What follows belongs to an exercise in optimizing a design on an open flow for small area and a short achievable clock period; a production flow would make more cautious choices.
Only simulation tests tie the RTL to the original design; equivalence was not proved.
No activity file was given, so power comes from the tool's default toggle rates.

[design/flow/flow/run.sh]
#!/bin/bash
# Layout flow: the standard ORFS flow (standard.sh, standard synthesis
# unchanged), with two placement/CTS choices changed:
#  - the input and output port buffers are sky130_fd_sc_hd__buf_1 (the
#    smallest buffer) instead of the cell buffer_ports picks by default;
#  - clock tree synthesis adds no dummy loads; its buffers are clkbuf_8.
# The output of the whole run goes to flow_run.log in the work folder; the
# ORFS tools keep their own logs under orfs/logs/.
set -euo pipefail
export BUFFER_PORTS_ARGS="-buffer_cell sky130_fd_sc_hd__buf_1"
export CTS_ARGS="-sink_clustering_enable -repair_clock_nets -dont_use_dummy_load -buf_list sky130_fd_sc_hd__clkbuf_8"
bash standard.sh > flow_run.log 2>&1
[design/flow/standard.sh]
#!/bin/bash
# synth_recipe.tcl (not shown) runs the flow's synth.tcl, then flattens the netlist and writes it again
# the make line also repeats each setting of config.mk as NAME=value (left out here)
make -C /OpenROAD-flow-scripts/flow DESIGN_CONFIG=/design/flow/config.mk WORK_HOME=/design/flow/orfs CLKGATE_MAP_FILE= SYNTH_SCRIPT=/design/flow/synth_recipe.tcl "${@:-finish}"
[design/flow/config.mk]
export PLATFORM = sky130hd
export DESIGN_NAME = SM3_top
export DESIGN_NICKNAME = SM3_top
export VERILOG_FILES = /design/flow/design.v
export SDC_FILE = /design/flow/constraint.sdc
export NUM_CORES = 4
export LEC_CHECK = 0
export ABC_AREA = 1
export CAP_MARGIN = 20
export CORE_MARGIN = 2
export CORE_UTILIZATION = 60
export CTS_BUF_LIST = sky130_fd_sc_hd__clkbuf_8
export SETUP_SLACK_MARGIN = 4
export SLEW_MARGIN = 20
[design/flow/constraint.sdc]
create_clock -name core_clock -period 9.5 [get_ports {clk_in}]
set_input_delay 1.9000 -clock core_clock [delete_from_list [all_inputs] [get_ports {clk_in}]]
set_output_delay 1.9000 -clock core_clock [all_outputs]
set_load 0.01 [all_outputs]
[design/flow/design.v]
module SM3_top
	(
		clk_in,
		reset_n_in,
		SM3_en_in,
		msg_in,
		msg_valid_in,
		is_last_word_in,
		last_word_byte_in,
		sm3_result_out,
		sm3_finished_out
	);
input				clk_in,
					reset_n_in,
					SM3_en_in;
input	[31:0]		msg_in;
input				msg_valid_in;
input				is_last_word_in;
input	[1:0]		last_word_byte_in;
output	[255:0]		sm3_result_out;
output	reg			sm3_finished_out;
localparam [255:0]	IV = {32'h7380166f, 32'h4914b2b9, 32'h172442d7, 32'hda8a0600,
						  32'ha96f30bc, 32'h163138aa, 32'he38dee4d, 32'hb0fb0e4e};
localparam [31:0]	T0 = 32'h79cc4519;
localparam [31:0]	T1 = 32'h7a879d8a;
function [31:0] rotl;
	input [31:0] x;
	input integer n;
	rotl = (x << n) | (x >> (32 - n));
endfunction
function [31:0] add32;
	input [31:0] a;
	input [31:0] b;
	reg [31:0] g, p, pg, pp;
	integer i, d;
	begin
		g = a & b;
		p = a ^ b;
		pg = g;
		pp = p;
		for (d = 1; d < 32; d = d * 2)
			for (i = 31; i >= d; i = i - 1)
				begin
					pg[i] = pg[i] | (pp[i] & pg[i - d]);
					pp[i] = pp[i] & pp[i - d];
				end
		add32 = p ^ {pg[30:0], 1'b0};
	end
endfunction
function [31:0] maj;
	input [31:0] a;
	input [31:0] b;
	input [31:0] c;
	maj = (a & b) | (a & c) | (b & c);
endfunction
wire		clr = !reset_n_in || !SM3_en_in;
reg	[6:0]	cyc;
reg			slow;		 
reg			started;	 
reg			dmode;		 
reg			fin;		 
reg			pend80;		 
reg			done;		 
reg			inw;		 
reg			ld;			 
reg			early;		 
reg			upd;		 
reg	[54:0]	blk;		 
reg	[5:0]	lenq;		 
wire		at0		= (cyc == 7'd0);
wire		start	= at0 && !done && (dmode ? (msg_valid_in && started) : 1'b1);
wire		dw		= dmode && inw && (!at0 || start);	 
wire		lastw	= dw && is_last_word_in;
wire		pw		= !dmode && inw && (!at0 || start);	 
wire [6:0]	cyc_end	= slow ? 7'd69 : 7'd68;
wire		at_end	= (cyc == cyc_end);
wire		fstart	= start && (!dmode || is_last_word_in);	 
wire		slow_n	= start ? !fstart : slow;
wire [6:0]	cyc_n	= start ? 7'd1 : (at_end || at0) ? 7'd0 : cyc + 7'd1;
always @(posedge clk_in)
	if (clr)
		begin
			cyc					<= 7'd0;
			slow				<= 1'b0;
			started				<= 1'b0;
			dmode				<= 1'b1;
			fin					<= 1'b0;
			pend80				<= 1'b0;
			done				<= 1'b0;
			inw					<= 1'b1;
			ld					<= 1'b1;
			early				<= 1'b1;
			upd					<= 1'b0;
			sm3_finished_out	<= 1'b0;
			blk					<= 55'd0;
			lenq				<= 6'd0;
		end
	else
		begin
			cyc					<= cyc_n;
			slow				<= slow_n;
			started				<= 1'b1;
			inw					<= (cyc_n < (slow_n ? 7'd16 : 7'd15));
			ld					<= (cyc_n < {6'd2, slow_n});
			early				<= (cyc_n < {6'd10, slow_n});
			upd					<= (cyc_n == {6'd34, slow_n});
			sm3_finished_out	<= (cyc_n == {6'd34, slow_n}) && fin;
			if (dw && cyc[3:0] == 4'd15 && (!is_last_word_in || last_word_byte_in == 2'b11))
				blk	<= blk + 55'd1;
			if (lastw)
				begin
					dmode	<= 1'b0;
					lenq	<= {cyc[3:0], 2'b00} + {4'd0, last_word_byte_in} + 6'd1;
					pend80	<= (last_word_byte_in == 2'b11) && !at0;
					fin		<= (cyc[3:0] < 4'd13) || (cyc[3:0] == 4'd13 && last_word_byte_in != 2'b11);
				end
			else if (pw)
				pend80	<= 1'b0;
			if (at_end)
				begin
					if (fin)
						done	<= 1'b1;
					else if (!dmode)
						fin		<= 1'b1;	 
				end
		end
reg	[31:0]	w0, w1, w2, w3, w4, w5, w6, w7, w8, w9, w10, w11, w12, w13, w14, w15;
wire [31:0]	fmt		= !is_last_word_in				? msg_in :
					  last_word_byte_in == 2'b00	? {msg_in[31:24], 8'h80, 16'h0} :
					  last_word_byte_in == 2'b01	? {msg_in[31:16], 8'h80, 8'h0} :
					  last_word_byte_in == 2'b10	? {msg_in[31:8],  8'h80} :
													  msg_in;
wire [31:0]	p80		= pend80 ? 32'h8000_0000 : 32'd0;
wire [31:0]	padw	= p80 |
					  ((fin && cyc[3:0] == (slow ? 4'd14 : 4'd13)) ? blk[54:23] : 32'd0) |
					  ((fin && cyc[3:0] == (slow ? 4'd15 : 4'd14)) ? {blk[22:0], lenq, 3'b000} : 32'd0);
wire [31:0]	xp		= w0 ^ w7 ^ rotl(w13, 15);
wire [31:0]	expw	= xp ^ rotl(xp, 15) ^ rotl(xp, 23) ^ rotl(w3, 7) ^ w10;
wire [31:0]	wnew	= fstart ? (dmode ? {last_word_byte_in == 2'b11, 31'd0} : 32'd0) :
					  (inw && dmode) ? fmt :
					  inw ? padw : expw;
wire [31:0]	w14new	= fstart ? (dmode ? fmt : p80) : w15;
always @(posedge clk_in)
	{w0, w1, w2, w3, w4, w5, w6, w7, w8, w9, w10, w11, w12, w13, w14, w15} <=
	{w1, w2, w3, w4, w5, w6, w7, w8, w9, w10, w11, w12, w13, w14, w14new, wnew};
wire [31:0]	wj		= w11;
wire [31:0]	wj4		= w15;
reg	[31:0]	ra, rb, rc, rd, re, rf, rg, rh;
reg	[255:0]	V;
reg	[31:0]	T;
wire [31:0]	va = V[255:224], vb = V[223:192], vc = V[191:160], vd = V[159:128];
wire [31:0]	ve = V[127:96],  vf = V[95:64],   vg = V[63:32],   vh = V[31:0];
wire [31:0]	a12		= rotl(ra, 12);
wire [31:0]	s1		= add32(a12 ^ re ^ T, {maj(a12, re, T), 1'b0} );
wire [31:0]	ss1		= rotl(s1, 7);
wire [31:0]	ff		= early ? (ra ^ rb ^ rc) : maj(ra, rb, rc);
wire [31:0]	gg		= early ? (re ^ rf ^ rg) : ((re & rf) | (~re & rg));
wire [31:0]	wp		= wj ^ wj4;
wire [31:0]	p1s		= ff ^ rd ^ wp;
wire [31:0]	p1c		= {maj(ff, rd, wp), 1'b0};
wire [31:0]	q1s		= p1s ^ p1c ^ a12;
wire [31:0]	q1c0	= maj(p1s, p1c, a12);			 
wire [31:0]	q1c1	= maj(p1s, p1c, ~a12);			 
wire [31:0]	c1s		= q1s ^ ss1;
wire [31:0]	c1c		= (ss1 & q1c1) | (~ss1 & q1c0);
wire [31:0]	tt1		= add32(c1s, {c1c[30:0], 1'b0});
wire [31:0]	p2s		= gg ^ rh ^ wj;
wire [31:0]	p2c		= {maj(gg, rh, wj), 1'b0};
wire [31:0]	c2s		= p2s ^ p2c ^ ss1;
wire [31:0]	c2c		= maj(p2s, p2c, ss1);
wire [31:0]	tt2		= add32(c2s, {c2c[30:0], 1'b0});
wire [31:0]	p0		= tt2 ^ rotl(tt2, 9) ^ rotl(tt2, 17);
wire [1:0]	lstep	= at0 ? 2'd0 : cyc[1:0] - {1'b0, slow};
wire [31:0]	a_ld	= lstep == 2'd0 ? rotl(vd, 23) :
					  lstep == 2'd1 ? rotl(vc, 23) :
					  lstep == 2'd2 ? vb : va;
wire [31:0]	e_ld	= lstep == 2'd0 ? rotl(vh, 13) :
					  lstep == 2'd1 ? rotl(vg, 13) :
					  lstep == 2'd2 ? vf : ve;
always @(posedge clk_in)
	begin
		ra	<= ld ? a_ld : tt1;
		rb	<= ra;
		rc	<= rotl(rb, 9);
		rd	<= rc;
		re	<= ld ? e_ld : p0;
		rf	<= re;
		rg	<= rotl(rf, 19);
		rh	<= rg;
		T	<= ld ? T0 : (cyc == (slow ? 7'd20 : 7'd19)) ? rotl(T1, 16) : rotl(T, 1);
	end
wire [255:0] vnext = V ^ ({ra, rb, rc, rd, re, rf, rg, rh} & {256{upd}});
always @(posedge clk_in)
	V	<= clr ? IV : vnext;
assign	sm3_result_out	= vnext;
endmodule
==> results.sh, run 1 <==
export IMPL_status="no timing/DRC/antenna violations"
export IMPL_critical_path_top_delay_family="simple AND/OR/NAND/NOR gates"
export IMPL_grt_pass1_vias=42000
export IMPL_power_density_mw_per_mm2=191
export IMPL_setup_viol=0
export IMPL_finalPower_mw=11.0
export IMPL_crit_path_start_kind="flip-flop"
export IMPL_synth_compound_area_frac=0.0956
export IMPL_fmax_mhz=186
export IMPL_crit_type="flip-flop to flip-flop"
export IMPL_final_core_util=0.664
export IMPL_max_cap_violations=0
export IMPL_overflow=0
export IMPL_cts_buffers=175
export IMPL_async_flop_share=0
export IMPL_nets=6905
export IMPL_cp_end_kind="flip-flop"
export IMPL_largest_reg_flops=256
export IMPL_synthCells=6200
export IMPL_clk_pin_slew_ps=60
export IMPL_avgSynthCellArea_um2=8.41
export IMPL_min_delay_start="w5[24]"
export IMPL_firstDrtPassIters=8
export IMPL_synth_area_mm2=0.0521
export IMPL_row_count=108
export IMPL_wl_per_cell_um=24.2
export IMPL_ir_worst_vdd_uv=229
export IMPL_rsz0062_at_grt="yes"
export IMPL_io_pins=296
export IMPL_slew_viol_final=0
export IMPL_die_h_um=299
export IMPL_whs_ps=230
export IMPL_die_w_um=299
export IMPL_dieArea_mm2=0.0892
export IMPL_cp_num_buf_inv=2
export IMPL_cts_tree="built"
export IMPL_hpwl_mm=146
export IMPL_synth_edf_count=0
export IMPL_syn_nets=6566
export IMPL_skew_ps=132
export IMPL_syn_to_final_growth_pct=10.2
export IMPL_detailedPlace_worstSlack_ps=3330
export IMPL_drive_gt1_frac=0.102
export IMPL_coreArea_mm2=0.0865
export IMPL_postRouteAntennaNets=0
export IMPL_yosys_warnings=1
export IMPL_numPortBuffers=295
export IMPL_drt_iter0_markers=4403
export IMPL_clock_path_buffers=3
export IMPL_grt_pass1_wl_mm=268
export IMPL_fin_tns_setup_ps=0
export IMPL_crit_path_start="ra[21]"
export IMPL_synth_mux_area_frac=0.00970
export IMPL_vias=43800
export IMPL_drc=0
export IMPL_reg2reg_from="ra[21]"
export IMPL_yosys_area_share_simple=0.199
export IMPL_arrival_ps=6100
export IMPL_grt_start_max_net_pins=194
export IMPL_regMostFlops="V"
export IMPL_yosysTopAreaCellShare=0.436
export IMPL_cts_root_buf="clkbuf_8"
export IMPL_gp_congestion=1.05
export IMPL_synth_area_leaders="dfxtp_1 44%, nand2_1 11%, fa_1 8.3%"
export IMPL_cp_max_fo=5
export IMPL_track_usage=0.411
export IMPL_holdBufCountCts=0
export IMPL_p_leak_nw=25.0
export IMPL_synth_xor_xnor_area_share=0.0814
export IMPL_synthAdderAreaFrac=0.110
export IMPL_fin_ws_ps=4130
export IMPL_hold_path_class="flip-flop to flip-flop"
export IMPL_path_common_cell="nand2_1"
export IMPL_min_period_ps=5370
export IMPL_initial_utilization=0.603
export IMPL_grt_antenna_before_repair=4
export IMPL_max_stage_delay_ps=590
export IMPL_h_tree_depth=4
export IMPL_wl_mm=186
export IMPL_period_share=0.565
export IMPL_slew_headroom=0.240
export IMPL_ys_flop_type="dfxtp_1"
export IMPL_worstMarginPinSlew_ps=1130
export IMPL_ys_seq_area_frac=0.436
export IMPL_fill_cells=7376
export IMPL_vias_per_cell=5.70
export IMPL_required_ps=10230
export IMPL_clock_sinks=1135
export IMPL_synth_top_family_by_area="simple AND/OR/NAND/NOR gates"
export IMPL_reg_top3="V: 256 flops, blk: 55 flops"
export IMPL_synth_seq_cells=1135
export IMPL_finalHoldViolCount=0
export IMPL_clk_latency_ps=890
export IMPL_slowest_stage="o21ai_0"
export IMPL_ys_types=67
export IMPL_synth_top_cell_by_area="dfxtp_1"
## worst register-to-register path: cells and delay by family, from the launching register on
kind                       cells  cell delay (ps)
and+or+nand+nor               15             1810
adders and majority gates      4             1520
AOI/OAI and AO/OA              4             1390
DFF                            1              380
buffers and inverters          2              140
## cell usage after synthesis (4+ instances only)
library cell and instances:
mux2_2 43, nand2_1 1464, nand3_1 322, a21oi_1 403
or2_2 174, nand4_1 42, nor4_1 11, o21a_1 7
a31oi_1 25, a21oi_2 11, clkbuf_1 117, nor2_2 13
xnor2_1 144, nor3_1 55, nor2_1 243, inv_1 729
nand3b_1 10, o211ai_1 90, o21bai_1 8, dfxtp_1 1135
ha_1 110, fa_1 217, nor3_2 5, buf_2 32
o21ai_1 45, a21o_1 6, a22oi_1 6, nor2_4 6
xor2_1 333, o31ai_1 10, inv_2 9, nand2_2 18
nand3_2 7, o21ai_0 264, o22ai_1 6, or2_1 4
buf_1 12, buf_4 16
## metrics by stage
stage                     area [um^2]  std cells
after CTS                       56900       7681
after global routing            57400       7694
after detailed placement        54200       7500
after global placement          54200       7500
final                           57400       7697
after floorplan                 52100       6200
## final timing paths
kind                            slack [ps]  cells after the start     end
worst max-delay path                  4130                     25  ra[18]
worst min-delay path                   230                      0  w4[24]
worst max register to register        4130                     25  ra[18]
worst min register to register         230                      0  w4[24]
## layer usage
metal  GRT usage  vias up  routed length, um
li1            -    20200                  -
met1       0.529    21000              73800
met2       0.637     2122              82300
met3      0.0815      519              16300
met4       0.260        0              13600
met5           0        -                  0
## cell families (layout without fill, tap and decap cells)
group | after synthesis | in the layout
flip-flops | 1135 | 1135
adder cells (fa/ha/maj) | 327 | 327
AO/OA/AOI/OAI | 901 | 901
buffers and inverters | 919 | 1256
other | 0 | 5
multiplexers | 45 | 45
XOR/XNOR | 481 | 481
AND/OR/NAND/NOR | 2392 | 2392
## area by class of cell
class	count	area (um^2)	area share
Timing Repair Buffer	342	1490	0.0259
Sequential cell	1135	22900	0.398
Inverter	739	2780	0.0483
Multi-Input combinational cell	4146	26500	0.461
Tap cell	1155	1450	0.0252
Clock buffer	175	2410	0.0419
Antenna cell	5	12.5	0.000218
## placed cells by master, fill, tap and decap left out, drive strengths merged, types with 13 or more instances in the layout
cell type     n
fa          217
a31oi        25
nor3         61
dfxtp      1135
clkbuf      175
ha          110
o21ai       312
buf         342
nand4        43
nor2        262
nor4         13
inv         736
nand2      1482
a21oi       414
mux2         44
nand3       331
xor2        336
or2         179
xnor2       145
o211ai       90
## report_power, final
group          switching (mW)  total, mW  leakage [nW]  internal [mW]
clock                    1.73       3.34          1.26           1.62
combinational            1.65       2.44          14.4          0.785
sequential              0.165       5.18          9.35           5.02
## timing repair
item,4_1_cts,5_1_grt
pin swaps,6,11
resized for setup,71,121
setup buffers,6,11
setup endpoints to repair,43,43
==> inputs of run 2 (changes only) <==
--- a/design/flow/config.mk
+++ b/design/flow/config.mk
@@ -12,3 +12,3 @@
 export CTS_BUF_LIST = sky130_fd_sc_hd__clkbuf_8
-export SETUP_SLACK_MARGIN = 4
+export SETUP_SLACK_MARGIN = 4.5
 export SLEW_MARGIN = 20
==> run 2 against run 1 <==
Net effect:
- critical path depth grew 1
- synthesized area stayed put
- worst setup slack gained 360 ps
- via count up 2.1%
- worst hold slack about the same
- clock skew shrank 4.0 ps
- wire length is 2.3% higher
- maximum frequency rose by 7.2%
- critical path type unchanged
- final area grew 3.7%
==> results.sh, run 2 <==
export IMPL_rsz0062_at_grt="yes"
export IMPL_clock_sinks=1135
export IMPL_fmax_mhz=200
export IMPL_firstDrtPassIters=8
export IMPL_power_frac_seq=0.460
export IMPL_yosys_warnings=1
export IMPL_setup_viol=0
export IMPL_clock_path_buffers=3
export IMPL_grt_pass1_vias=42500
export IMPL_slew_viol_final=0
export IMPL_reg_top3="V: 256 flops, blk: 55 flops"
export IMPL_die_w_um=299
export IMPL_worstMarginPinSlew_ps=1070
export IMPL_nets=6995
export IMPL_avgSynthCellArea_um2=8.41
export IMPL_async_flop_share=0
export IMPL_row_count=108
export IMPL_hpwl_mm=146
export IMPL_drt_iter0_markers=4866
export IMPL_synth_area_mm2=0.0521
export IMPL_holdBufCountCts=0
export IMPL_grt_antenna_before_repair=5
export IMPL_slowest_stage="fa_2"
export IMPL_slew_headroom=0.277
export IMPL_p_leak_nw=25.8
export IMPL_dp_cells=7500
export IMPL_overflow=0
export IMPL_clockPowerShare=0.298
export IMPL_arrival_ps=5730
export IMPL_crit_path_start_kind="flip-flop"
export IMPL_synthCells=6200
export IMPL_synth_edf_count=0
export IMPL_synth_most_common_cell="nand2_1"
export IMPL_synth_mux_area_frac=0.00970
export IMPL_hold_path_class="flip-flop to flip-flop"
export IMPL_die_h_um=299
export IMPL_syn_to_final_growth_pct=14.3
export IMPL_yosysTopAreaCellShare=0.436
export IMPL_postRouteAntennaNets=0
export IMPL_ir_worst_vdd_uv=229
export IMPL_dr_wl_met2_mm=83.8
export IMPL_intPower_mw=7.56
export IMPL_fill_cells=7153
export IMPL_max_stage_delay_ps=560
export IMPL_finalHoldViolCount=0
export IMPL_yosys_area_share_simple=0.199
export IMPL_power_density_mw_per_mm2=189
export IMPL_synth_top_cell_by_area="dfxtp_1"
export IMPL_path_common_cell="nand2_4"
export IMPL_grt_pass1_wl_mm=270
export IMPL_cp_max_fo=5
export IMPL_synthTopCellsByCount="1,464 x nand2_1, 1,135 x dfxtp_1, 729 x inv_1"
export IMPL_max_cap_violations=0
export IMPL_cts_tree="built"
export IMPL_vias=44800
export IMPL_required_ps=10220
export IMPL_synth_xor_xnor_area_share=0.0814
export IMPL_wl_mm=190
export IMPL_final_common_cell="nand2_1"
export IMPL_syn_nets=6566
export IMPL_stdcell_count=7784
export IMPL_skew_ps=128
export IMPL_cts_root_buf="clkbuf_8"
export IMPL_ys_seq_area_frac=0.436
export IMPL_clk_latency_ps=890
export IMPL_period_share=0.527
export IMPL_min_period_ps=5010
export IMPL_dieArea_mm2=0.0892
export IMPL_gp_congestion=1.05
export IMPL_final_cell_mix="1,369 x nand2_1, 1,079 x dfxtp_1, 713 x inv_1"
export IMPL_synth_top_family_by_area="simple AND/OR/NAND/NOR gates"
export IMPL_numPortBuffers=295
export IMPL_fin_tns_setup_ps=0
export IMPL_largest_reg_flops=256
export IMPL_clk_pin_slew_ps=60
export IMPL_cts_buffers=175
export IMPL_wl_per_cell_um=24.5
export IMPL_track_usage=0.415
export IMPL_regMostFlops="V"
export IMPL_drc=0
export IMPL_top_layer="met5"
export IMPL_wl_met3_mm=18.3
export IMPL_grt_start_max_net_pins=194
export IMPL_finalPower_mw=11.3
export IMPL_cp_end_kind="flip-flop"
export IMPL_wl_met1_mm=73.8
export IMPL_io_pins=296
export IMPL_synthAdderAreaFrac=0.110
export IMPL_crit_type="flip-flop to flip-flop"
export IMPL_vias_per_cell=5.75
export IMPL_status="no timing/DRC/antenna violations"
export IMPL_synth_area_leaders="dfxtp_1 44%, nand2_1 11%, fa_1 8.3%"
export IMPL_synth_compound_area_frac=0.0956
export IMPL_synth_seq_cells=1135
export IMPL_h_tree_depth=4
export IMPL_ys_types=67
export IMPL_comb_power_share=0.243
export IMPL_swShare=0.329
export IMPL_initial_utilization=0.603
export IMPL_ys_flop_type="dfxtp_1"
export IMPL_power_switching_mw=3.70
export IMPL_drive_gt1_frac=0.147
export IMPL_coreArea_mm2=0.0865
run 2: cell type report:
class                           count  area (um^2)  area share
Timing Repair Buffer              432         2280      0.0383
Antenna cell                        2         5.00   0.0000840
Clock buffer                      175         2410      0.0404
Tap cell                         1155         1450      0.0243
Multi-Input combinational cell   4146        27800       0.466
Sequential cell                  1135        22900       0.384
Inverter                          739         2780      0.0467
run 2: timing repair:
action                                  4_1_cts  5_1_grt
gates resized for setup                     220      306
setup buffers                                36       70
endpoints found under the setup margin      137      160
gates cloned                                  0        1
pin swaps                                    35      107
run 2: path summary, 6_finish.rpt:
| kind | startpoint | endpoint | slack, ps | cells after the start |
|---|---|---|---|---|
| worst min register to register | w5[24] | w4[24] | 230 | 0 |
| worst max-delay path | T[16] | re[0] | 4490 | 26 |
| worst max register to register | T[16] | re[0] | 4490 | 26 |
| worst min-delay path | w5[24] | w4[24] | 230 | 0 |
run 2: per-layer routing:
layer / vias up / GRT usage
met5: - / 0
met4: 2 / 0.270
met3: 594 / 0.0859
met2: 2397 / 0.639
met1: 21400 / 0.531
li1: 20400 / -
run 2: worst max-delay path, delay by kind of cell, from the launching register on:
kind | cells | cell delay [ps]
fa+ha+maj | 4 | 1660
simple gates | 16 | 1810
flops | 1 | 330
compound gates | 5 | 790
xor+xnor | 1 | 220
run 2: cells by family (layout without fill, tap and decap cells):
| logic type | after synthesis | after routing |
|---|---|---|
| xor gates and xnor gates | 481 | 481 |
| DFF | 1135 | 1135 |
| buffers and inverters | 919 | 1346 |
| other | 0 | 2 |
| and+or+nand+nor | 2392 | 2392 |
| muxes | 45 | 45 |
| AOI/OAI and AO/OA | 901 | 901 |
| adders and majority gates | 327 | 327 |
run 2: power by group through the flow:
stage	combinational (mW)	sequential (mW)	clock, mW
CTS	2.38	5.17	3.37
finish	2.73	5.18	3.35
detailed placement	2.27	5.28	0
global placement	2.27	5.27	0
floorplan	1.57	5.20	0
global route	2.94	5.19	3.56
run 2: stage by stage:
stage	worst slack, ps	area (um^2)	hold slack, ps	util
floorplan	4710	52100	310	-
global placement	3310	54200	310	0.626
CTS	4270	57700	223	0.667
detailed placement	3330	54200	312	0.626
global route	4340	59600	230	0.689
finish	4490	59600	230	0.689
==> inputs of run 3 (changes only) <==
--- a/design/flow/config.mk
+++ b/design/flow/config.mk
@@ -12,3 +12,3 @@
 export CTS_BUF_LIST = sky130_fd_sc_hd__clkbuf_8
-export SETUP_SLACK_MARGIN = 4.5
+export SETUP_SLACK_MARGIN = 5
 export SLEW_MARGIN = 20
==> run 3 against run 2 <==
Net effect:
- global-route usage rose by 0.40 points
- critical path type unchanged
- clock skew rose by 29 ps
- register-to-register slack barely moved
- highest routed layer is now met4
- worst hold slack improved by 6.6 ps
- still clean on timing, DRC and antenna
==> results.sh, run 3 <==
export IMPL_fin_tns_setup_ps=0
export IMPL_coreArea_mm2=0.0865
export IMPL_slew_viol_final=0
export IMPL_final_common_cell="nand2_1"
export IMPL_overflow=0
export IMPL_reg2reg_from="re[10]"
export IMPL_synth_seq_cells=1135
export IMPL_io_pins=296
export IMPL_synth_most_common_cell="nand2_1"
export IMPL_synthTopCellsByCount="1,464 x nand2_1, 1,135 x dfxtp_1, 729 x inv_1"
export IMPL_status="no timing/DRC/antenna violations"
export IMPL_yosysTopAreaCellShare=0.436
export IMPL_vias_per_cell=5.74
export IMPL_clock_sinks=1135
export IMPL_detailedPlace_worstSlack_ps=3330
export IMPL_path_common_cell="nand2_2"
export IMPL_regMostFlops="V"
export IMPL_cp_num_buf_inv=5
export IMPL_initial_utilization=0.603
export IMPL_grt_pass1_wl_mm=273
export IMPL_cts_buffers=179
export IMPL_synthCells=6200
export IMPL_max_cap_violations=0
export IMPL_numPortBuffers=295
export IMPL_drc=0
export IMPL_h_tree_depth=4
export IMPL_syn_to_final_growth_pct=18.1
export IMPL_drive_gt1_frac=0.180
export IMPL_postRouteAntennaNets=0
export IMPL_final_cell_mix="1,300 x nand2_1, 1,077 x dfxtp_1, 701 x inv_1"
export IMPL_finalHoldViolCount=0
export IMPL_fill_cells=6907
export IMPL_ys_flop_type="dfxtp_1"
export IMPL_fin_ws_ps=4490
export IMPL_setup_viol=0
export IMPL_area_sequential_mm2=0.0229
export IMPL_fmax_mhz=199
export IMPL_wl_mm=192
export IMPL_min_delay_start="w1[2]"
export IMPL_p_leak_nw=26.5
export IMPL_hold_path_class="flip-flop to flip-flop"
export IMPL_slew_headroom=0.300
export IMPL_ys_seq_area_frac=0.436
export IMPL_cts_root_buf="clkbuf_8"
export IMPL_track_usage=0.419
export IMPL_synth_edf_count=0
export IMPL_drt_iter0_markers=4795
export IMPL_async_flop_share=0
export IMPL_final_core_util=0.712
export IMPL_dp_cells=7500
export IMPL_critical_path_top_delay_family="adder cells"
export IMPL_syn_nets=6566
export IMPL_clk_pin_slew_ps=60
export IMPL_grt_start_max_net_pins=112
export IMPL_synth_top_cell_by_area="dfxtp_1"
export IMPL_vias=45100
export IMPL_placed_cell_area_mm2=0.0542
export IMPL_stdcell_count=7859
export IMPL_cp_end_kind="flip-flop"
export IMPL_dieArea_mm2=0.0892
export IMPL_wl_per_cell_um=24.4
export IMPL_slowest_stage="fa_2"
export IMPL_die_h_um=299
export IMPL_clock_path_buffers=3
export IMPL_arrival_ps=5730
export IMPL_ir_worst_vdd_uv=196
export IMPL_power_density_mw_per_mm2=190
export IMPL_worstMarginPinSlew_ps=1050
export IMPL_rsz0062_at_grt="yes"
export IMPL_min_period_ps=5010
export IMPL_cp_max_fo=7
export IMPL_finalPower_mw=11.7
export IMPL_synth_area_mm2=0.0521
export IMPL_row_count=108
export IMPL_skew_ps=157
export IMPL_grt_antenna_before_repair=5
export IMPL_period_share=0.528
export IMPL_largest_reg_flops=256
export IMPL_crit_type="flip-flop to flip-flop"
export IMPL_crit_path_start_kind="flip-flop"
export IMPL_nets=7065
export IMPL_whs_ps=237
export IMPL_crit_path_start="re[10]"
export IMPL_multi_input_area_mm2=0.0289
export IMPL_clk_latency_ps=910
export IMPL_grt_pass1_vias=42700
export IMPL_required_ps=10210
export IMPL_reg_top3="V: 256 flops, blk: 55 flops"
export IMPL_synth_area_leaders="dfxtp_1 44%, nand2_1 11%, fa_1 8.3%"
export IMPL_yosys_warnings=1
export IMPL_max_stage_delay_ps=590
export IMPL_avgSynthCellArea_um2=8.41
export IMPL_die_w_um=299
export IMPL_holdBufCountCts=0
export IMPL_final_area_mm2=0.0616
export IMPL_firstDrtPassIters=9
export IMPL_ys_types=67
export IMPL_cts_tree="built"
export IMPL_hpwl_mm=145
export IMPL_gp_congestion=1.06
## run 3: cells by family after synthesis
| logic type | count (synthesis) | synth area share |
|---|---|---|
| flops | 1135 | 0.436 |
| buf+inv | 919 | 0.0685 |
| simple gates | 2392 | 0.199 |
| compound gates | 901 | 0.0956 |
| fa+ha+maj | 327 | 0.110 |
| xor+xnor | 481 | 0.0814 |
| mux | 45 | 0.00970 |
## run 3: worst paths after layout
check	slack, ps	cells after the start	end
worst max-delay path	4490	28	ra[25]
worst min-delay path	240	0	w0[2]
worst max register to register	4490	28	ra[25]
worst min register to register	240	0	w0[2]
## run 3: timing repair
action                                  in CTS  in global routing
gates resized for setup                    516                289
hold endpoints to repair                     0                  0
buffers inserted                            82                 85
pin swaps                                   91                146
gates cloned                                 4                  1
endpoints found under the setup margin     276                 63
## run 3: area by class of cell
cell class / instances / area share
Multi-Input combinational cell: 4146 / 0.469
Timing Repair Buffer: 498 / 0.0494
Tap cell: 1155 / 0.0235
Antenna cell: 7 / 0.000285
Inverter: 739 / 0.0455
Clock buffer: 179 / 0.0400
Sequential cell: 1135 / 0.372
## run 3: per-layer routing
metal,global-route usage,vias up,wire length [um]
met2,0.636,2404,83100
met4,0.284,0,15800
met1,0.536,21500,73300
li1,-,20600,-
met5,0,-,0
met3,0.0920,616,19600
## run 3: power by group
part	internal (mW)	switching [mW]
Combinational	1.13	1.99
Sequential	5.01	0.161
Clock	1.65	1.75
Total	7.79	3.90
==> inputs of run 4 (changes only) <==
--- a/design/flow/config.mk
+++ b/design/flow/config.mk
@@ -10,5 +10,5 @@
 export CORE_MARGIN = 2
-export CORE_UTILIZATION = 60
+export CORE_UTILIZATION = 70
 export CTS_BUF_LIST = sky130_fd_sc_hd__clkbuf_8
-export SETUP_SLACK_MARGIN = 5
+export SETUP_SLACK_MARGIN = 4.5
 export SLEW_MARGIN = 20
==> run 4 against run 3 <==
Net effect:
- still clean
- critical path depth fell by 10
- clock skew rose by 9.9 ps
- sequential share of layout area rose by 1.6 points
- sequential power rose by 0.8%
- via count rose by 6.9%
- largest cell class unchanged
==> results.sh, run 4 <==
export IMPL_status="no timing/DRC/antenna violations"
export IMPL_whs_ps=257
export IMPL_regMostFlops="V"
export IMPL_hpwl_mm=147
export IMPL_synth_most_common_cell="nand2_1"
export IMPL_largest_reg_flops=256
export IMPL_ys_flop_type="dfxtp_1"
export IMPL_cts_root_buf="clkbuf_8"
export IMPL_crit_type="flip-flop to flip-flop"
export IMPL_reg_top3="V: 256 flops, blk: 55 flops"
export IMPL_avgSynthCellArea_um2=8.41
export IMPL_fin_tns_setup_ps=0
export IMPL_numPortBuffers=295
export IMPL_track_usage=0.520
export IMPL_initial_utilization=0.704
export IMPL_synth_top_cell_by_area="dfxtp_1"
export IMPL_setup_viol=0
export IMPL_cp_num_buf_inv=2
export IMPL_synth_area_mm2=0.0521
export IMPL_min_period_ps=5200
export IMPL_required_ps=10190
export IMPL_yosys_warnings=1
export IMPL_row_count=100
export IMPL_critical_path_top_delay_family="adder cells"
export IMPL_h_tree_depth=4
export IMPL_crit_chain="o21ai_0 -> xor2_1 -> fa_1 -> fa_1 -> inv_1 -> ha_2 -> nand2_1 -> o21ai_0 -> a21oi_2 -> buf_4 -> nand3_4 -> nand2_1 -> nand2_2 -> nand2_1 -> nand2_2 -> nand3_1 -> nand3_1 -> nand2_1"
export IMPL_async_flop_share=0
export IMPL_detailedPlace_worstSlack_ps=3350
export IMPL_vias_per_cell=6.38
export IMPL_wl_per_cell_um=27.0
export IMPL_ir_worst_vdd_uv=144
export IMPL_cp_max_fo=34
export IMPL_firstDrtPassIters=9
export IMPL_synth_seq_cells=1135
export IMPL_clock_sinks=1135
export IMPL_rsz0062_at_grt="yes"
export IMPL_dieArea_mm2=0.0767
export IMPL_synthCells=6200
export IMPL_p_leak_nw=25.5
export IMPL_syn_to_final_growth_pct=13.1
export IMPL_cp_depth=18
export IMPL_ys_types=67
export IMPL_drc=0
export IMPL_slew_headroom=0.189
export IMPL_die_w_um=277
export IMPL_max_stage_delay_ps=830
export IMPL_fin_ws_ps=4300
export IMPL_gp_congestion=1.06
export IMPL_yosysTopAreaCellShare=0.436
export IMPL_worstMarginPinSlew_ps=1200
export IMPL_power_density_mw_per_mm2=195
export IMPL_coreArea_mm2=0.0741
export IMPL_nets=6959
export IMPL_slew_viol_final=0
export IMPL_grt_pass1_wl_mm=293
export IMPL_finalHoldViolCount=0
export IMPL_synth_edf_count=0
export IMPL_fmax_mhz=192
export IMPL_grt_pass1_vias=46700
export IMPL_finalPower_mw=11.5
export IMPL_crit_path_start_kind="flip-flop"
export IMPL_clk_pin_slew_ps=60
export IMPL_drt_iter0_markers=7652
export IMPL_final_common_cell="nand2_1"
export IMPL_cts_buffers=172
export IMPL_drive_gt1_frac=0.142
export IMPL_overflow=0
export IMPL_max_cap_violations=0
export IMPL_syn_nets=6566
export IMPL_clk_latency_ps=910
export IMPL_final_cell_mix="1,368 x nand2_1, 1,083 x dfxtp_1, 708 x inv_1"
export IMPL_period_share=0.548
export IMPL_io_pins=296
export IMPL_grt_antenna_before_repair=9
export IMPL_arrival_ps=5890
export IMPL_die_h_um=277
export IMPL_reg2reg_depth=18
export IMPL_cts_tree="built"
export IMPL_clock_path_buffers=3
export IMPL_slowest_stage="xor2_1"
export IMPL_wl_mm=204
export IMPL_grt_start_max_net_pins=108
export IMPL_hold_path_class="flip-flop to flip-flop"
export IMPL_cp_end_kind="flip-flop"
export IMPL_hold_depth=0
export IMPL_skew_ps=167
export IMPL_synth_area_leaders="dfxtp_1 44%, nand2_1 11%, fa_1 8.3%"
export IMPL_ys_seq_area_frac=0.436
export IMPL_vias=48200
export IMPL_postRouteAntennaNets=0
export IMPL_synthTopCellsByCount="1,464 x nand2_1, 1,135 x dfxtp_1, 729 x inv_1"
export IMPL_path_common_cell="nand2_1"
==> run 4: changes by cell type in the layout (fill, tap and decap cells not counted), moves of 18 or more <==
| cell | change |
|---|---|
| nand3_1 | +29 |
| nand2_1 | +68 |
| buf_4 | -63 |
| nand2_4 | -18 |
| nand3_2 | -21 |
| buf_6 | -26 |
| nand2_2 | -49 |
| ha_4 | -28 |
==> run 4: worst register-to-register path, cell delays in order, from the launching register on <==
cell and delay (ps):
dfxtp_4 730, o21ai_0 390, xor2_1 830, fa_1 580, fa_1 500, inv_1 50, ha_2 460, nand2_1 210
o21ai_0 300, a21oi_2 60, buf_4 170, nand3_4 100, nand2_1 170, nand2_2 150, nand2_1 110, nand2_2 120
nand3_1 70, nand3_1 80, nand2_1 70
==> run 4: logic make-up (layout without fill, tap and decap cells) <==
kind of cell / after synthesis / after routing / synth area share
other cells: 0 / 5 / 0
mux: 45 / 45 / 0.00970
fa+ha+maj: 327 / 327 / 0.110
compound gates: 901 / 901 / 0.0956
simple gates: 2392 / 2392 / 0.199
flops: 1135 / 1135 / 0.436
buf+inv: 919 / 1310 / 0.0685
xor+xnor: 481 / 481 / 0.0814
==> run 4: worst paths after layout <==
check,start,end,slack (ps)
hold reg to reg,w14[19],w13[19],260
hold / removal,w14[19],w13[19],260
setup / recovery,early,re[31],4300
setup reg to reg,early,re[31],4300
==> run 4: final cells by class <==
cell class                 instances  area [um^2]
inverter                         739         2800
antenna                            5         12.5
multi-input combinational       4146        27700
clock buffer                     172         2370
timing repair buffer             399         2000
fill                            4592        15100
sequential                      1135        22900
tap                              969         1210
==> run 4: timing repair <==
action / in CTS / in global routing
hold buffers: 0 / 0
gates resized for setup: 253 / 263
setup endpoints to repair: 110 / 54
setup buffers: 29 / 45
hold endpoints to repair: 0 / 0
gates cloned: 1 / 0
pin swaps: 37 / 77
==> run 4: per-stage QoR <==
stage / cell area (um^2) / util / std cells
6_report: 59000 / 0.796 / 7565
3_5_place_dp: 53900 / 0.728 / 7312
2_1_floorplan: 52100 / - / 6200
5_1_grt: 58900 / 0.796 / 7561
3_3_place_gp: 53900 / 0.728 / 7312
4_1_cts: 57500 / 0.776 / 7514
==> run 4: where the power goes <==
| group | switching, mW | internal [mW] | total, mW | leakage [nW] |
|---|---|---|---|---|
| Combinational | 1.95 | 0.916 | 2.87 | 14.9 |
| Sequential | 0.195 | 5.01 | 5.21 | 9.35 |
| Clock | 1.84 | 1.59 | 3.43 | 1.24 |
==> run 4: per-layer routing <==
layer  global-route usage  vias up  part of all wire
met3                0.169     1348              0.14
met2                0.764     4058              0.42
met5             0.000625        -           0.00019
met1                0.616    22500              0.34
met4                0.450        6              0.11
li1                     -    20300                 -
==> inputs of run 5 (changes only) <==
--- a/design/flow/flow/run.sh
+++ b/design/flow/flow/run.sh
@@ -1,4 +1,6 @@
 #!/bin/bash
-# Layout flow: the standard ORFS flow (standard.sh, standard synthesis
-# unchanged), with two placement/CTS choices changed:
+# Layout flow: the standard ORFS flow (standard.sh), with these changes:
+#  - synthesis maps the adders with ABC like the rest of the logic
+#    (ADDER_MAP_FILE empty: no full/half adder cell extraction); the
+#    registers are those of the standard synthesis;
 #  - the input and output port buffers are sky130_fd_sc_hd__buf_1 (the
@@ -9,2 +11,3 @@
 set -euo pipefail
+export ADDER_MAP_FILE=
 export BUFFER_PORTS_ARGS="-buffer_cell sky130_fd_sc_hd__buf_1"
--- a/design/flow/config.mk
+++ b/design/flow/config.mk
@@ -7,8 +7,7 @@
 export LEC_CHECK = 0
-export ABC_AREA = 1
 export CAP_MARGIN = 20
 export CORE_MARGIN = 2
-export CORE_UTILIZATION = 70
+export CORE_UTILIZATION = 60
 export CTS_BUF_LIST = sky130_fd_sc_hd__clkbuf_8
-export SETUP_SLACK_MARGIN = 4.5
+export SETUP_SLACK_MARGIN = 3.5
 export SLEW_MARGIN = 20
==> run 5 against run 4 <==
Net effect:
- still clean
- maximum frequency fell by 21%
- synthesized cell count down 13%
- cell count down 7.4%
- clock power shrank 3%
- via count shrank 17%
- synthesized area fell by 2.8%
- combinational power down 8.4%
- worst hold slack better by 20 ps
- clock skew fell by 69 ps
- wire length fell by 20%
- critical endpoint is now re[6]
- largest cell class unchanged
==> results.sh, run 5 <==
export IMPL_ys_types=98
export IMPL_largest_reg_flops=256
export IMPL_grt_antenna_before_repair=6
export IMPL_status="no timing/DRC/antenna violations"
export IMPL_hold_depth=0
export IMPL_holdBufCountCts=0
export IMPL_placed_cell_area_mm2=0.0528
export IMPL_clockPowerShare=0.299
export IMPL_max_cap_violations=0
export IMPL_power_frac_seq=0.465
export IMPL_fill_cells=6637
export IMPL_overflow=0
export IMPL_drive_gt1_frac=0.131
export IMPL_swShare=0.300
export IMPL_final_cell_mix="1,073 x dfxtp_1, 761 x xnor2_1, 671 x nand2_1"
export IMPL_synth_area_leaders="dfxtp_1 45%, xnor2_1 14%, nand2_1 5.0%"
export IMPL_cts_buffers=176
export IMPL_dieArea_mm2=0.0868
export IMPL_syn_nets=5463
export IMPL_async_flop_share=0
export IMPL_synth_edf_count=0
export IMPL_crit_type="flip-flop to flip-flop"
export IMPL_skew_ps=97.8
export IMPL_yosys_warnings=1
export IMPL_h_tree_depth=4
export IMPL_grt_pass1_wl_mm=235
export IMPL_rsz0062_at_grt="yes"
export IMPL_p_leak_nw=22.8
export IMPL_slew_headroom=0.268
export IMPL_clock_sinks=1135
export IMPL_syn_to_final_growth_pct=15.4
export IMPL_reg2reg_depth=25
export IMPL_arrival_ps=7250
export IMPL_clk_pin_slew_ps=60
export IMPL_intPower_mw=7.78
export IMPL_setup_viol=0
export IMPL_nets=5908
export IMPL_crit_path_start_kind="flip-flop"
export IMPL_reg2reg_from="re[10]"
export IMPL_die_h_um=295
export IMPL_track_usage=0.369
export IMPL_period_share=0.691
export IMPL_gp_congestion=0.980
export IMPL_ys_seq_area_frac=0.448
export IMPL_io_pins=296
export IMPL_initial_utilization=0.606
export IMPL_fmax_mhz=152
export IMPL_worstReg2RegEnd="re[6]"
export IMPL_avgSynthCellArea_um2=9.34
export IMPL_regToRegSetupSlack_ps=2940
export IMPL_final_area_mm2=0.0585
export IMPL_power_density_mw_per_mm2=190
export IMPL_die_w_um=295
export IMPL_final_common_cell="dfxtp_1"
export IMPL_synth_seq_cells=1135
export IMPL_clock_path_buffers=3
export IMPL_drc=0
export IMPL_wl_per_cell_um=23.3
export IMPL_numPortBuffers=295
export IMPL_grt_start_max_net_pins=188
export IMPL_hpwl_mm=124
export IMPL_comb_power_share=0.236
export IMPL_synthTopCellsByCount="1,135 x dfxtp_1, 803 x xnor2_1, 677 x nand2_1"
export IMPL_regMostFlops="V"
export IMPL_power_switching_mw=3.34
export IMPL_wl_mm=163
export IMPL_reg_top3="V: 256 flops, blk: 55 flops"
export IMPL_synth_area_mm2=0.0507
export IMPL_synth_top_cell_by_area="dfxtp_1"
export IMPL_postRouteAntennaNets=0
export IMPL_synthCells=5424
export IMPL_worstMarginPinSlew_ps=1090
export IMPL_ir_worst_vdd_uv=192
export IMPL_holdPathEnd="w3[1]"
export IMPL_whs_ps=277
export IMPL_vias=40000
export IMPL_cp_max_fo=8
export IMPL_coreArea_mm2=0.0837
export IMPL_hold_path_class="flip-flop to flip-flop"
export IMPL_row_count=106
export IMPL_ys_flop_type="dfxtp_1"
export IMPL_clk_latency_ps=890
export IMPL_min_period_ps=6560
export IMPL_synth_most_common_cell="dfxtp_1"
export IMPL_cts_root_buf="clkbuf_8"
export IMPL_grt_pass1_vias=37000
export IMPL_yosysTopAreaCellShare=0.448
export IMPL_vias_per_cell=5.71
export IMPL_firstDrtPassIters=6
export IMPL_finalHoldViolCount=0
export IMPL_min_delay_start="w4[1]"
export IMPL_cts_tree="built"
export IMPL_slew_viol_final=0
export IMPL_required_ps=10190
export IMPL_cp_end_kind="flip-flop"
export IMPL_drt_iter0_markers=3469
export IMPL_fin_tns_setup_ps=0
[run 5: power groups by stage]
stage / combinational (mW) / sequential, mW / clock (mW)
2_1_floorplan: 1.54 / 5.18 / 0
3_3_place_gp: 2.11 / 5.26 / 0
3_5_place_dp: 2.12 / 5.27 / 0
4_1_cts: 2.39 / 5.16 / 3.36
5_1_grt: 2.75 / 5.18 / 3.56
6_report: 2.63 / 5.17 / 3.32
[run 5: worst max-delay path by stage]
stage	startpoint	end	slack (ps)
after detailed placement	re[8]	ra[30]	1850
final	re[10]	re[6]	2940
after global placement	re[8]	ra[30]	1880
after global routing	early	re[4]	2690
after floorplan	msg_valid_in	blk[54]	2920
after CTS	T[3]	re[6]	3080
[run 5: worst max-delay path, cell delays in order, from the launching register on]
cell and delay, ps:
dfxtp_4 390, maj3_2 360, maj3_1 370, a221o_1 460, a21oi_2 180, o21a_1 170
o31ai_4 110, a211oi_4 310, xnor2_2 130, maj3_2 360, buf_4 160, xnor2_4 160
nor4_4 340, a2bb2oi_2 100, a41o_1 290, a21bo_1 210, maj3_2 320, o41ai_4 300
and2_1 220, o32ai_2 90, a222oi_1 360, buf_4 200, maj3_2 200, a21oi_4 80
xnor3_1 240, mux2_4 300
[run 5: per-layer routing]
metal  share of wire  GRT usage  vias to the layer above
li1                -          -                    18900
met4           0.049      0.169                        0
met2            0.44      0.573                     1563
met5               0          0                        -
met1            0.42      0.492                    19200
met3           0.090     0.0799                      327
[run 5: cell families after synthesis]
kind of cell	share of synthesized area
flip-flops	0.448
buffers and inverters	0.0268
multiplexers	0.0167
AO/OA/AOI/OAI	0.113
AND/OR/NAND/NOR	0.152
XOR/XNOR	0.212
adder cells (fa/ha/maj)	0.0312
[run 5: cell type report]
cell class | instances | area [um^2] | area share
Tap cell | 1134 | 1420 | 0.0243
Timing Repair Buffer | 501 | 2870 | 0.0491
Clock buffer | 176 | 2420 | 0.0414
Inverter | 96 | 368 | 0.00629
Multi-Input combinational cell | 3959 | 28500 | 0.488
Antenna cell | 1 | 2.50 | 0.0000428
Sequential cell | 1135 | 22900 | 0.391
[run 5: metrics by stage]
stage	total power, mW	util	cells	setup slack [ps]
after floorplan	6.72	-	5424	2920
after global placement	7.37	0.631	6658	1880
after detailed placement	7.39	0.631	6658	1850
after CTS	10.9	0.686	6940	3080
after global routing	11.5	0.699	7002	2690
final	11.1	0.699	7002	2940
[run 5: repair_timing]
item,4_1_cts,5_1_grt
setup endpoints to repair,62,60
resized for setup,311,126
pin swaps,114,99
setup buffers,106,61
==> inputs of run 6 (changes only) <==
--- a/design/flow/design.v
+++ b/design/flow/design.v
@@ -64,5 +64,6 @@
 reg			inw;		 
-reg			ld;			 
-reg			early;		 
-reg			upd;		 
+reg			lda, lde;	 
+reg			earlya, earlye;	 
+reg			upd0, upd1;	 
+reg			updn0, updn1;	 
 reg	[54:0]	blk;		 
@@ -90,5 +91,10 @@
 			inw					<= 1'b1;
-			ld					<= 1'b1;
-			early				<= 1'b1;
-			upd					<= 1'b0;
+			lda					<= 1'b1;
+			lde					<= 1'b1;
+			earlya				<= 1'b1;
+			earlye				<= 1'b1;
+			upd0				<= 1'b0;
+			upd1				<= 1'b0;
+			updn0				<= 1'b1;
+			updn1				<= 1'b1;
 			sm3_finished_out	<= 1'b0;
@@ -103,5 +109,10 @@
 			inw					<= (cyc_n < (slow_n ? 7'd16 : 7'd15));
-			ld					<= (cyc_n < {6'd2, slow_n});
-			early				<= (cyc_n < {6'd10, slow_n});
-			upd					<= (cyc_n == {6'd34, slow_n});
+			lda					<= (cyc_n < {6'd2, slow_n});
+			lde					<= (cyc_n <= 7'd3 + slow_n);
+			earlya				<= (cyc_n < {6'd10, slow_n});
+			earlye				<= (cyc_n <= 7'd19 + slow_n);
+			upd0				<= (cyc_n == {6'd34, slow_n});
+			updn0				<= (cyc_n != {6'd34, slow_n});
+			upd1				<= (cyc == (slow ? 7'd68 : 7'd67));
+			updn1				<= (cyc != (slow ? 7'd68 : 7'd67));
 			sm3_finished_out	<= (cyc_n == {6'd34, slow_n}) && fin;
@@ -155,4 +166,4 @@
 wire [31:0]	ss1		= rotl(s1, 7);
-wire [31:0]	ff		= early ? (ra ^ rb ^ rc) : maj(ra, rb, rc);
-wire [31:0]	gg		= early ? (re ^ rf ^ rg) : ((re & rf) | (~re & rg));
+wire [31:0]	ff		= earlya ? (ra ^ rb ^ rc) : maj(ra, rb, rc);
+wire [31:0]	gg		= earlye ? (re ^ rf ^ rg) : ((re & rf) | (~re & rg));
 wire [31:0]	wp		= wj ^ wj4;
@@ -181,3 +192,3 @@
 	begin
-		ra	<= ld ? a_ld : tt1;
+		ra	<= lda ? a_ld : tt1;
 		rb	<= ra;
@@ -185,3 +196,3 @@
 		rd	<= rc;
-		re	<= ld ? e_ld : p0;
+		re	<= lde ? e_ld : p0;
 		rf	<= re;
@@ -189,5 +200,6 @@
 		rh	<= rg;
-		T	<= ld ? T0 : (cyc == (slow ? 7'd20 : 7'd19)) ? rotl(T1, 16) : rotl(T, 1);
+		T	<= lda ? T0 : (cyc == (slow ? 7'd20 : 7'd19)) ? rotl(T1, 16) : rotl(T, 1);
 	end
-wire [255:0] vnext = V ^ ({ra, rb, rc, rd, re, rf, rg, rh} & {256{upd}});
+wire [255:0] vnext = V ^ {ra & {32{upd0}}, rb & {32{upd0}}, rc & ~{32{updn0}}, rd & ~{32{updn0}},
+						  re & {32{upd1}}, rf & {32{upd1}}, rg & ~{32{updn1}}, rh & ~{32{updn1}}};
 always @(posedge clk_in)
--- a/design/flow/flow/run.sh
+++ b/design/flow/flow/run.sh
@@ -1,6 +1,4 @@
 #!/bin/bash
-# Layout flow: the standard ORFS flow (standard.sh), with these changes:
-#  - synthesis maps the adders with ABC like the rest of the logic
-#    (ADDER_MAP_FILE empty: no full/half adder cell extraction); the
-#    registers are those of the standard synthesis;
+# Layout flow: the standard ORFS flow (standard.sh, standard synthesis
+# unchanged), with two placement/CTS choices changed:
 #  - the input and output port buffers are sky130_fd_sc_hd__buf_1 (the
@@ -11,3 +9,2 @@
 set -euo pipefail
-export ADDER_MAP_FILE=
 export BUFFER_PORTS_ARGS="-buffer_cell sky130_fd_sc_hd__buf_1"
--- a/design/flow/config.mk
+++ b/design/flow/config.mk
@@ -7,2 +7,3 @@
 export LEC_CHECK = 0
+export ABC_AREA = 1
 export CAP_MARGIN = 20
@@ -11,3 +12,3 @@
 export CTS_BUF_LIST = sky130_fd_sc_hd__clkbuf_8
-export SETUP_SLACK_MARGIN = 3.5
+export SETUP_SLACK_MARGIN = 4.5
 export SLEW_MARGIN = 20
==> run 6 against run 5 <==
Net effect:
- maximum frequency rose by 29%
- cell count up 11%
- register-to-register slack improved by 1500 ps
- synthesized area grew 2.9%
- critical endpoint is now re[13]
- highest routed layer is now met5
==> results.sh, run 6 <==
export IMPL_status="no timing/DRC/antenna violations"
export IMPL_slew_viol_final=0
export IMPL_grt_pass1_vias=41700
export IMPL_slowest_stage="fa_2"
export IMPL_synth_edf_count=0
export IMPL_async_flop_share=0
export IMPL_max_stage_delay_ps=590
export IMPL_clockPowerShare=0.251
export IMPL_intPower_mw=8.31
export IMPL_required_ps=10210
export IMPL_crit_type="flip-flop to flip-flop"
export IMPL_clock_sinks=1140
export IMPL_fmax_mhz=197
export IMPL_comb_power_share=0.358
export IMPL_synth_area_leaders="dfxtp_1 44%, nand2_1 9.9%, fa_1 8.3%"
export IMPL_cts_tree="built"
export IMPL_h_tree_depth=4
export IMPL_io_pins=296
export IMPL_nets=6963
export IMPL_die_h_um=299
export IMPL_cp_end_kind="flip-flop"
export IMPL_cts_root_buf="clkbuf_8"
export IMPL_setup_viol=0
export IMPL_swShare=0.379
export IMPL_row_count=108
export IMPL_avgSynthCellArea_um2=8.44
export IMPL_drt_iter0_markers=5521
export IMPL_ys_types=63
export IMPL_coreArea_mm2=0.0865
export IMPL_grt_pass1_wl_mm=278
export IMPL_wl_per_cell_um=25.5
export IMPL_syn_nets=6545
export IMPL_vias=44800
export IMPL_synth_top_cell_by_area="dfxtp_1"
export IMPL_holdBufCountCts=0
export IMPL_clock_path_buffers=3
export IMPL_synthCells=6179
export IMPL_grt_start_max_net_pins=99
export IMPL_min_period_ps=5080
export IMPL_rsz0062_at_grt="yes"
export IMPL_worstMarginPinSlew_ps=1150
export IMPL_yosysTopAreaCellShare=0.438
export IMPL_synthTopCellsByCount="1,376 x nand2_1, 1,140 x dfxtp_1, 748 x inv_1"
export IMPL_finalHoldViolCount=0
export IMPL_skew_ps=87.0
export IMPL_postRouteAntennaNets=0
export IMPL_wl_mm=197
export IMPL_track_usage=0.431
export IMPL_synth_most_common_cell="nand2_1"
export IMPL_fill_cells=6992
export IMPL_slew_headroom=0.227
export IMPL_yosys_warnings=1
export IMPL_area_sequential_mm2=0.0229
export IMPL_arrival_ps=5780
export IMPL_ir_worst_vdd_uv=219
export IMPL_path_common_cell="nand2_4"
export IMPL_firstDrtPassIters=8
export IMPL_drc=0
export IMPL_die_w_um=299
export IMPL_final_cell_mix="1,296 x nand2_1, 1,093 x dfxtp_1, 729 x inv_1"
export IMPL_syn_to_final_growth_pct=14.2
export IMPL_dieArea_mm2=0.0892
export IMPL_grt_antenna_before_repair=8
export IMPL_power_frac_seq=0.391
export IMPL_fin_tns_setup_ps=0
export IMPL_clk_latency_ps=890
export IMPL_multi_input_area_mm2=0.0277
export IMPL_overflow=0
export IMPL_clk_pin_slew_ps=60
export IMPL_cp_max_fo=5
export IMPL_vias_per_cell=5.78
export IMPL_max_cap_violations=0
export IMPL_final_core_util=0.689
export IMPL_hpwl_mm=154
export IMPL_ys_flop_type="dfxtp_1"
export IMPL_hold_path_class="flip-flop to flip-flop"
export IMPL_initial_utilization=0.603
export IMPL_ys_seq_area_frac=0.438
export IMPL_numPortBuffers=295
export IMPL_drive_gt1_frac=0.141
export IMPL_synth_seq_cells=1140
export IMPL_period_share=0.534
export IMPL_power_density_mw_per_mm2=225
export IMPL_power_switching_mw=5.07
export IMPL_reg_top3="V: 256 flops, blk: 55 flops"
export IMPL_cts_buffers=175
export IMPL_gp_congestion=1.07
export IMPL_largest_reg_flops=256
export IMPL_synth_area_mm2=0.0521
export IMPL_p_leak_nw=25.7
export IMPL_regMostFlops="V"
export IMPL_crit_path_start_kind="flip-flop"
export IMPL_final_common_cell="nand2_1"
==> run 6: layout make-up <==
class	count	share of cell area
Inverter	767	0.0485
Sequential cell	1140	0.385
Tap cell	1155	0.0243
Timing Repair Buffer	413	0.0364
Clock buffer	175	0.0404
Antenna cell	3	0.000126
Multi-Input combinational cell	4100	0.465
==> run 6: per-layer routing <==
metal,GRT usage,wire length [um],vias up
li1,-,-,20400
met1,0.575,78500,21400
met2,0.623,82100,2383
met3,0.135,23900,532
met4,0.235,12700,10
met5,0.0175,266,-
==> run 6: worst max-delay path, delay by kind of cell (launching register included) <==
family / cells / cell delay, ps
adder cells (fa/ha/maj): 5 / 1870
AND/OR/NAND/NOR: 15 / 1420
flip-flops: 1 / 370
buffers and inverters: 4 / 430
XOR/XNOR: 2 / 440
AO/OA/AOI/OAI: 3 / 390
==> run 6: worst paths after layout <==
kind                from  endpoint  slack (ps)  cells after the start
hold reg to reg   w8[15]    w7[15]         260                      0
setup / recovery  ra[21]    re[13]        4420                     29
setup reg to reg  ra[21]    re[13]        4420                     29
hold / removal    w8[15]    w7[15]         260                      0
==> run 6: stage by stage <==
stage	hold slack (ps)	instance area, um^2	std cells	setup WS (ps)	total power, mW
final	260	59500	7753	4420	13.4
after global routing	245	59500	7751	4270	13.9
after CTS	251	58000	7699	4440	12.7
after detailed placement	312	54400	7504	3050	9.06
after global placement	310	54300	7503	2970	9.05
after floorplan	310	52100	6179	4670	7.80
==> run 6: cells by family (layout without fill, tap and decap cells) <==
family          Yosys count  count (layout)  share of synthesized area
simple gates           2316            2316                      0.194
flops                  1140            1140                      0.438
compound gates          941             941                     0.0997
buf+inv                 939            1355                     0.0693
xor+xnor                468             468                     0.0788
fa+ha+maj               327             327                      0.110
mux                      48              48                     0.0103
other cells               0               3                          0
==> run 6: power groups by stage <==
stage	Clock, mW	Sequential (mW)	Combinational, mW
after floorplan	0	5.25	2.55
after global placement	0	5.32	3.73
after detailed placement	0	5.33	3.73
after CTS	3.37	5.23	4.06
after global routing	3.56	5.25	5.10
final	3.36	5.24	4.79
==> run 6: what timing repair did <==
action / 4_1_cts / 5_1_grt
pin swaps: 27 / 75
buffers inserted: 20 / 51
endpoints found under the setup margin: 72 / 61
gates resized for setup: 260 / 253
==> inputs of run 7 (changes only) <==
--- a/design/flow/design.v
+++ b/design/flow/design.v
@@ -69,2 +69,3 @@
 reg	[54:0]	blk;		 
+reg			blkinc;		 
 reg	[5:0]	lenq;		 
@@ -101,2 +102,3 @@
 			blk					<= 55'd0;
+			blkinc				<= 1'b0;
 			lenq				<= 6'd0;
@@ -118,3 +120,4 @@
 			sm3_finished_out	<= (cyc_n == {6'd34, slow_n}) && fin;
-			if (dw && cyc[3:0] == 4'd15 && (!is_last_word_in || last_word_byte_in == 2'b11))
+			blkinc	<= dw && cyc[3:0] == 4'd15 && (!is_last_word_in || last_word_byte_in == 2'b11);
+			if (blkinc)
 				blk	<= blk + 55'd1;
--- a/design/flow/flow/run.sh
+++ b/design/flow/flow/run.sh
@@ -1,4 +1,6 @@
 #!/bin/bash
-# Layout flow: the standard ORFS flow (standard.sh, standard synthesis
-# unchanged), with two placement/CTS choices changed:
+# Layout flow: the standard ORFS flow (standard.sh), with these changes:
+#  - synthesis maps the adders with ABC like the rest of the logic
+#    (ADDER_MAP_FILE empty: no full/half adder cell extraction); the
+#    registers are those of the standard synthesis;
 #  - the input and output port buffers are sky130_fd_sc_hd__buf_1 (the
@@ -9,2 +11,3 @@
 set -euo pipefail
+export ADDER_MAP_FILE=
 export BUFFER_PORTS_ARGS="-buffer_cell sky130_fd_sc_hd__buf_1"
--- a/design/flow/config.mk
+++ b/design/flow/config.mk
@@ -12,3 +12,3 @@
 export CTS_BUF_LIST = sky130_fd_sc_hd__clkbuf_8
-export SETUP_SLACK_MARGIN = 4.5
+export SETUP_SLACK_MARGIN = 5
 export SLEW_MARGIN = 20
==> run 7 against run 6 <==
Net effect:
- count of clock-buffer cells in the layout increased by 2
- worst setup slack better by 620 ps
- flip-flop and latch count increased by 1
- still clean on timing, DRC and antenna
- synthesized cell count up 24%
- largest cell class unchanged
- first-iteration DRC count grew 43%
- sequential share of layout area shrank 0.53 points
- power down 17%
- critical path type is now flip-flop to output port
==> results.sh, run 7 <==
export IMPL_status="no timing/DRC/antenna violations"
export IMPL_reg_top3="V: 256 flops, blk: 55 flops"
export IMPL_regToRegSetupSlack_ps=5060
export IMPL_clk_pin_slew_ps=70
export IMPL_firstDrtPassIters=9
export IMPL_vias=54500
export IMPL_min_period_ps=4460
export IMPL_ys_flop_type="dfxtp_1"
export IMPL_comb_power_share=0.223
export IMPL_grt_antenna_before_repair=10
export IMPL_power_density_mw_per_mm2=183
export IMPL_clockPowerShare=0.308
export IMPL_setup_viol=0
export IMPL_h_tree_depth=4
export IMPL_die_h_um=306
export IMPL_worstReg2RegEnd="ra[18]"
export IMPL_power_frac_seq=0.469
export IMPL_finalHoldViolCount=0
export IMPL_ys_seq_area_frac=0.417
export IMPL_clock_sinks=1141
export IMPL_reg2reg_depth=20
export IMPL_synth_area_leaders="dfxtp_1 42%, nand2_1 16%, xor2_1 5.9%"
export IMPL_overflow=0
export IMPL_synth_seq_cells=1141
export IMPL_largest_reg_flops=256
export IMPL_p_leak_nw=27.7
export IMPL_hold_path_class="flip-flop to flip-flop"
export IMPL_crit_type="flip-flop to output port"
export IMPL_intPower_mw=7.39
export IMPL_cp_max_fo=30
export IMPL_postRouteAntennaNets=0
export IMPL_clk_latency_ps=890
export IMPL_synthCells=7674
export IMPL_synth_area_mm2=0.0548
export IMPL_cts_buffers=177
export IMPL_syn_to_final_growth_pct=10.6
export IMPL_required_ps=7600
export IMPL_cts_tree="built"
export IMPL_drt_iter0_markers=7873
export IMPL_arrival_ps=2560
export IMPL_syn_nets=7713
export IMPL_dieArea_mm2=0.0937
export IMPL_cp_end_kind="output port"
export IMPL_coreArea_mm2=0.0903
export IMPL_synth_edf_count=0
export IMPL_reg2reg_from="earlya"
export IMPL_grt_pass1_vias=50200
export IMPL_wl_mm=225
export IMPL_slew_viol_final=0
export IMPL_skew_ps=122
export IMPL_gp_congestion=1.15
export IMPL_holdBufCountCts=0
export IMPL_synth_most_common_cell="nand2_1"
export IMPL_clock_path_buffers=3
export IMPL_grt_pass1_wl_mm=318
export IMPL_cts_root_buf="clkbuf_8"
export IMPL_drc=0
export IMPL_vias_per_cell=5.91
export IMPL_detailedPlace_worstSlack_ps=4180
export IMPL_rsz0062_at_grt="yes"
export IMPL_max_cap_violations=0
export IMPL_final_cell_mix="2,325 x nand2_1, 1,079 x dfxtp_1, 801 x inv_1"
export IMPL_crit_path_start_kind="flip-flop"
export IMPL_swShare=0.334
export IMPL_power_switching_mw=3.70
export IMPL_whs_ps=279
export IMPL_async_flop_share=0
export IMPL_drive_gt1_frac=0.112
export IMPL_period_share=0.469
export IMPL_hpwl_mm=174
export IMPL_min_delay_start="w6[1]"
export IMPL_slew_headroom=0.217
export IMPL_grt_start_max_net_pins=102
export IMPL_regMostFlops="V"
export IMPL_ir_worst_vdd_uv=202
export IMPL_avgSynthCellArea_um2=7.13
export IMPL_synth_top_cell_by_area="dfxtp_1"
export IMPL_fin_ws_ps=5040
export IMPL_wl_per_cell_um=24.4
export IMPL_yosysTopAreaCellShare=0.417
export IMPL_numPortBuffers=295
export IMPL_die_w_um=306
export IMPL_final_core_util=0.671
export IMPL_ys_types=66
export IMPL_fin_tns_setup_ps=0
export IMPL_final_common_cell="nand2_1"
export IMPL_initial_utilization=0.606
export IMPL_fmax_mhz=224
export IMPL_hold_depth=0
export IMPL_nets=8075
export IMPL_io_pins=296
export IMPL_worstMarginPinSlew_ps=1160
export IMPL_fill_cells=7689
export IMPL_track_usage=0.463
export IMPL_row_count=110
export IMPL_synthTopCellsByCount="2,365 x nand2_1, 1,141 x dfxtp_1, 813 x inv_1"
export IMPL_finalPower_mw=11.1
export IMPL_yosys_warnings=1
export IMPL_holdPathEnd="w5[1]"
==> run 7: cell types whose count changed after synthesis, moves of 101 or more <==
cell     previous run  this run
nand2_1          1376      2365
nand3_1           345       559
fa_1              217         0
nand2_2            16       117
ha_1              110         0
nor2_1            234       405
o21ai_0           247       356
==> run 7: metal layers <==
| layer | global-route usage | vias to the layer above | routed length (um) |
|---|---|---|---|
| li1 | - | 24900 | - |
| met1 | 0.592 | 25100 | 85200 |
| met2 | 0.674 | 3595 | 91700 |
| met3 | 0.131 | 833 | 30000 |
| met4 | 0.322 | 10 | 18100 |
| met5 | 0 | - | 64 |
==> run 7: how the worst max path moves through the flow <==
stage | start | end | slack (ps) | depth (start not counted)
2_1_floorplan | msg_valid_in | T[14] | 5500 | 17
3_3_place_gp | msg_valid_in | T[27] | 4330 | 18
3_5_place_dp | msg_valid_in | T[28] | 4180 | 18
4_1_cts | upd0 | sm3_result_out[231] | 5000 | 4
5_1_grt | earlye | re[27] | 4960 | 24
6_report | updn0 | sm3_result_out[167] | 5040 | 5
==> run 7: power by group through the flow <==
| stage | Sequential (mW) | Combinational [mW] | Clock, mW |
|---|---|---|---|
| after CTS | 5.20 | 2.33 | 3.40 |
| final | 5.20 | 2.48 | 3.41 |
| after detailed placement | 5.30 | 2.30 | 0 |
| after floorplan | 5.21 | 1.61 | 0 |
| after global placement | 5.28 | 2.27 | 0 |
| after global routing | 5.21 | 2.64 | 3.59 |
==> run 7: worst max-delay path, stage by stage, from the launching register on <==
cell	delay [ps]
dfxtp_1	340
buf_8	260
inv_2	240
nand2_1	140
xor2_1	510
buf_1	230
==> run 7: logic make-up (layout without fill, tap and decap cells) <==
logic type	after synthesis	count (layout)	synth area share
AOI/OAI and AO/OA	984	984	0.102
xor gates and xnor gates	590	590	0.0986
adders and majority gates	10	10	0.00183
buffers and inverters	1066	1426	0.0744
DFF	1141	1141	0.417
other	0	2	0
and+or+nand+nor	3883	3883	0.306
==> run 7: repair_timing <==
| item | 4_1_cts | 5_1_grt |
|---|---|---|
| gates resized for setup | 91 | 197 |
| endpoints found under the setup margin | 234 | 79 |
| pin swaps | 2 | 12 |
| buffers inserted | 3 | 22 |
| cloned | 1 | 2 |
==> run 7: through the flow <==
stage,instances,cell area [um^2]
detailed placement,9005,56900
global route,9211,60500
global placement,9005,56900
floorplan,7674,54800
CTS,9186,59700
finish,9212,60500
==> run 7: area by class of cell <==
| cell class | count | area (um^2) | area share |
|---|---|---|---|
| well taps | 1176 | 1470 | 0.0243 |
| inverters | 891 | 3380 | 0.0558 |
| flip-flops and latches | 1141 | 23000 | 0.380 |
| multi-input cells | 5467 | 28500 | 0.471 |
| repair buffers | 357 | 1730 | 0.0285 |
| diodes | 2 | 5.00 | 0.0000827 |
| clock buffers | 177 | 2440 | 0.0402 |
| repair inverters | 1 | 5.00 | 0.0000827 |

## what the ideal ports hide
The results above use ideal ports. As a check the final layouts listed here were re-extracted and re-timed, cells and wires unchanged.
Step 1 assumes that a clkbuf_16 drives the clock port and a buf_2 every other input.
Step 2 times the ports against the registers' clock, not the clock port: input delays grow and output delays shrink by t, the midpoint of the rising clock arrivals with the driver on.
Three values: no drivers, after step 1, after step 2; two values: the first two.
| run | shift t [ns] | slack for setup (ns) | cell pins on the clock port's net |
|---|---|---|---|
| run 1 | 0.897 | 4.130 / 4.130 / 4.130 | 1 |
| run 2 | 0.900 | 4.491 / 4.491 / 4.491 | 1 |
| run 3 | 0.912 | 4.487 / 4.487 / 4.487 | 1 |
| run 4 | 0.897 | 4.298 / 4.298 / 4.298 | 1 |
| run 5 | 0.909 | 2.940 / 2.940 / 2.918 | 1 |
| run 6 | 0.919 | 4.423 / 4.423 / 4.171 | 1 |
| run 7 | 0.905 | 5.043 / 4.965 / 4.398 | 1 |
After both steps every run listed still meets setup and hold. The setup slack of run 7, which loses most, moves by -0.078 ns with the drivers and by -0.645 ns with both steps.
